Source: an optimization exercise on an open RTL-to-GDS flow (aim: small area, a short achievable clock period and few clock cycles per item). Production flows keep margins and buffers that such runs may drop.
Function not checked in this run: the RTL went through the layout flow alone.

## design/flow/design.v

```verilog
module mac_dot3 (
    input wire [7:0] x1, x2, x3,
    input wire [7:0] y1, y2, y3,
    output wire [15:0] s
);
    assign s = x1 * y1 + x2 * y2 + x3 * y3;
endmodule
module matrix_pipeline_mac_top (
    input wire clk,
    input wire rst,
    input wire start,
    input wire [7:0] a11, a12, a13,
    input wire [7:0] a21, a22, a23,
    input wire [7:0] a31, a32, a33,
    input wire [7:0] b11, b12, b13,
    input wire [7:0] b21, b22, b23,
    input wire [7:0] b31, b32, b33,
    output reg [15:0] c11, c12, c13,
    output reg [15:0] c21, c22, c23,
    output reg [15:0] c31, c32, c33,
    output reg done
);
    wire [15:0] p11, p12, p13, p21, p22, p23, p31, p32, p33;
    mac_dot3 d11 (.x1(a11), .x2(a12), .x3(a13), .y1(b11), .y2(b21), .y3(b31), .s(p11));
    mac_dot3 d12 (.x1(a11), .x2(a12), .x3(a13), .y1(b12), .y2(b22), .y3(b32), .s(p12));
    mac_dot3 d13 (.x1(a11), .x2(a12), .x3(a13), .y1(b13), .y2(b23), .y3(b33), .s(p13));
    mac_dot3 d21 (.x1(a21), .x2(a22), .x3(a23), .y1(b11), .y2(b21), .y3(b31), .s(p21));
    mac_dot3 d22 (.x1(a21), .x2(a22), .x3(a23), .y1(b12), .y2(b22), .y3(b32), .s(p22));
    mac_dot3 d23 (.x1(a21), .x2(a22), .x3(a23), .y1(b13), .y2(b23), .y3(b33), .s(p23));
    mac_dot3 d31 (.x1(a31), .x2(a32), .x3(a33), .y1(b11), .y2(b21), .y3(b31), .s(p31));
    mac_dot3 d32 (.x1(a31), .x2(a32), .x3(a33), .y1(b12), .y2(b22), .y3(b32), .s(p32));
    mac_dot3 d33 (.x1(a31), .x2(a32), .x3(a33), .y1(b13), .y2(b23), .y3(b33), .s(p33));
    always @(posedge clk) begin
        if (start) begin
            c11 <= p11; c12 <= p12; c13 <= p13;
            c21 <= p21; c22 <= p22; c23 <= p23;
            c31 <= p31; c32 <= p32; c33 <= p33;
        end
    end
    always @(posedge clk or posedge rst) begin
        if (rst)
            done <= 1'b0;
        else if (start)
            done <= 1'b1;
    end
endmodule
```

## design/flow/run.sh

```bash
#!/bin/bash
# synth_recipe.tcl (not shown) runs the flow's synth.tcl, then flattens the netlist and writes it again
# the make line also repeats each setting of config.mk as NAME=value (left out here)
make -C /OpenROAD-flow-scripts/flow DESIGN_CONFIG=/design/flow/config.mk WORK_HOME=/design/flow/orfs CLKGATE_MAP_FILE= SYNTH_SCRIPT=/design/flow/synth_recipe.tcl finish
```

## design/flow/config.mk

```make
export PLATFORM = sky130hd
export DESIGN_NAME = matrix_pipeline_mac_top
export DESIGN_NICKNAME = matrix_pipeline_mac_top
export VERILOG_FILES = /design/flow/design.v
export SDC_FILE = /design/flow/constraint.sdc
export NUM_CORES = 4
export LEC_CHECK = 0
export CAP_MARGIN = 20
export CORE_MARGIN = 2
export CORE_UTILIZATION = 40
export SLEW_MARGIN = 20
```

## design/flow/constraint.sdc

```tcl
create_clock -name core_clock -period 6.0 [get_ports {clk}]
set_input_delay 1.2000 -clock core_clock [delete_from_list [all_inputs] [get_ports {clk}]]
set_output_delay 1.2000 -clock core_clock [all_outputs]
set_load 0.01 [all_outputs]
```

==> summary.md <==
| Metric | Value |
|---|---|
| GRT Resource Usage Total | `0.285` |
| Post-route ant nets | `0` |
| R2r endpoint | `done$_DFFE_PP0P_` |
| Outcome | `finished with violations` |
| Die area | `164000 µm²` |
| Post-Syn Area | `64500 µm²` |
| Final Skew | `0 ps` |
| RePlAce Congestion | `0.869` |
| Mean Syn Cell Area | `9.32 µm²` |
| Cell type with the largest total area after synthesis | `fa_1` |
| Maximum number of pins on one net before global-route repair | `79` |
| Worst-path clk slew | `80 ps` |
| DRC Markers | `0` |
| First-pass GRT wire length | `343 mm` |
| Crit-path cells | `buf_12 > buf_12 > buf_12 > buf_8 > and2_4 > fa_1 > inv_1 > fa_1 > inv_1 > fa_1 > fa_1 > fa_1 > fa_1 > inv_1 > fa_1 > inv_2 > ha_4 > a21o_1 > a21o_1 > o21ai_2 > or4b_4 > o311ai_2` |
| Synth area leaders | `fa_1 (44%), ha_1 (16%), inv_1 (12%), and2_1 (11%), edfxtp_1 (6.7%)` |
| Vias in the first global route | `55800` |
| Area growth syn-to-layout | `35.8%` |
| Critical path's top delay family | `adder cells` |
| Final setup vio count | `73` |
| Setup TNS | `-17900 ps` |
| Post-synth ARST share | `0.00690` |
| Most frequent cell after synthesis | `inv_1` |
| Syn Inst Count | `6918` |
| Unique masters post-synth | `52` |
| Min cycle time layout | `6490 ps` |
| GRT overflow | `0` |
| Hold Crit Endpoint | `done$_DFFE_PP0P_` |
| Yosys warns | `1` |
| CTS tree | `built` |
| Die X | `406 µm` |
| Layout cells sized above 1 | `0.268` |
| Slew HR | `0.457` |
| Antenna violations before repair | `23` |
| Slowest cell on crit path | `fa_1` |
| Core area | `160000 µm²` |
| Design Area, Final | `87600 µm²` |
| Worst setup SP type | `input port` |
| Critical path class | `input port to register` |
| Critical path buffers and inverters | `8` |
| Worst-case reg-to-reg path depth | `1` |
| Sequential share of the synthesized area | `0.0674` |
| Worst slew pin tran | `815 ps` |
| Flops & latches, synth | `145` |
| Syn nets | `9306` |
| CTS Hold Bufs | `0` |
| Number of clock sinks | `145` |
| Final period util | `1.08` |
| Hold Path Depth | `1` |
| Port Buffer Count | `291` |
| HPWL after DPL | `150 mm` |
| Number of synthesized flops with an enable pin | `144` |
| Initial Util | `0.402` |
| DRT Wirelength | `229 mm` |
| Chip height | `406 µm` |
| Avg WL per Cell | `22.2 µm` |
| Commonest cells in the netlist | `inv_1 (2014), fa_1 (1422), and2_1 (1171)` |
| # rows | `147` |
| Final Hold Viols | `0` |
| Max-slew violations | `0` |
| FF-to-FF setup slack | `5220 ps` |
| Clock buffer depth | `2` |
| Root Buffer Master | `clkbuf_16` |
| Pre-Repair DR Iteration Count | `5` |
| Via Count | `50800` |
| Worst path max stage delay | `600 ps` |
| Worst Hold Slack | `479 ps` |
| Reg2reg start | `done$_DFFE_PP0P_` |
| Top achievable clock speed | `154 MHz` |
| Detail-routed via count per cell | `4.92` |
| Skew-Pair Late Insertion Delay | `570 ps` |
| Worst path most repeated cell | `fa_1` |
| Max Cap Viol | `0` |
| CP Data Required Time | `6390 ps` |
| Crit path max fanout | `5` |
| I/O pins | `292` |
| Placed Area | `77600 µm²` |
| H-tree levels | `4` |
| Final Worst Setup Slack | `-486 ps` |
| Top-area cell type share of the netlist area | `0.441` |
| Worst hold path class | `register to register` |
| Critical Path Sink Type | `register` |
| Num CTS Buffers | `17` |
| RSZ-0062 raised after global routing | `true` |
| Nets | `10500` |
| CP arrival | `6880 ps` |
| Layout Check Fails | `negative setup slack` |
| Post-layout util | `0.546` |
| 1st-iter DRT viols | `3490` |
| Post-synth top flop | `edfxtp_1` |
| Worst Min Path Start | `done$_DFFE_PP0P_` |
-- how the worst max path moves through the flow --
stage	slack [ps]	depth (start not counted)	endpoint	from
5_1_grt	-610	22	c12[13]$_DFFE_PP_	b32[6]
3_5_place_dp	-1340	20	c32[15]$_DFFE_PP_	b22[7]
3_3_place_gp	-1310	19	c12[13]$_DFFE_PP_	a12[3]
4_1_cts	-540	22	c12[13]$_DFFE_PP_	b32[6]
2_1_floorplan	-540	18	c12[13]$_DFFE_PP_	b22[7]
6_report	-490	22	c12[13]$_DFFE_PP_	b32[6]
-- metal layers --
layer | part of all wire | global-route usage
met4 | 0.081 | 0.182
met5 | 0.00017 | 0
met2 | 0.47 | 0.467
met1 | 0.38 | 0.348
met3 | 0.071 | 0.0481
-- cell families after synthesis --
family	count (synthesis)	share of synthesized area
flops	145	0.0674
compound gates	174	0.0178
simple gates	1900	0.159
xor+xnor	150	0.0204
buf+inv	2305	0.134
fa+ha+maj	2241	0.600
mux	3	0.000466
-- cell type report --
cell class                 instances  area, µm²
tap                             2160       2700
multi-input combinational       4468      54700
inverter                        2014       7560
clock buffer                      17        425
sequential                       145       4350
fill                           13900      72800
timing repair buffer            1484      17600
clock inverter                    14        214
antenna                           12       30.0
-- cell usage in the layout, fill, tap and decap left out, drive strengths merged, types with 26 or more instances in the layout --
cell,instances
nor3,26
buf,1252
xor2,38
ha,819
bufbuf,49
xnor2,112
edfxtp,144
a21oi,43
o21ai,32
clkdlybuf4s50,146
clkbuf,40
a21o,39
inv,2015
fa,1422
nand2,603
and2,1171
-- stage by stage --
stage / std cells / setup slack (ps)
final: 10300 / -486
after global routing: 10300 / -611
after CTS: 10200 / -542
after detailed placement: 9769 / -1340
after global placement: 9769 / -1310
after floorplan: 6918 / -540
-- sequential cells by signal (all words and copies together), names as in the netlist --
signal  count
c31        16
c21        16
c32        16
c12        16
c22        16
done        1
c11        16
c13        16
c23        16
c33        16
-- repair_timing --
action	4_1_cts	5_1_grt
endpoints found under the setup margin	88	83
gates resized for setup	1246	491
setup buffers	359	88
pin swaps	446	428
cloned	100	7

==> static timing again, ports no longer ideal <==
How much do the figures lean on ideal ports? The routed layout below was timed once more, with nothing changed but the port constraints. Step 1: set_driving_cell puts a clkbuf_16 on clk and a buf_2 on each other input, an assumption about the parent block. Step 2 times the ports against the registers' clock, not the clock port: input delays grow and output delays shrink by t, the midpoint of the rising clock arrivals with the driver on. a / b / c = no drivers / after step 1 / after step 2; a / b = the first two.
t (ns): 0.657
setup WS [ns]: -0.486 / -0.452 / -1.108
worst hold slack (ns): 0.479 / 0.479 / 0.479
worst data-port slew with drivers (ns): 0.17
pins driven straight from the clock port: 1
The setup slack of this run moves by +0.034 ns with the drivers and by -0.622 ns with both steps.
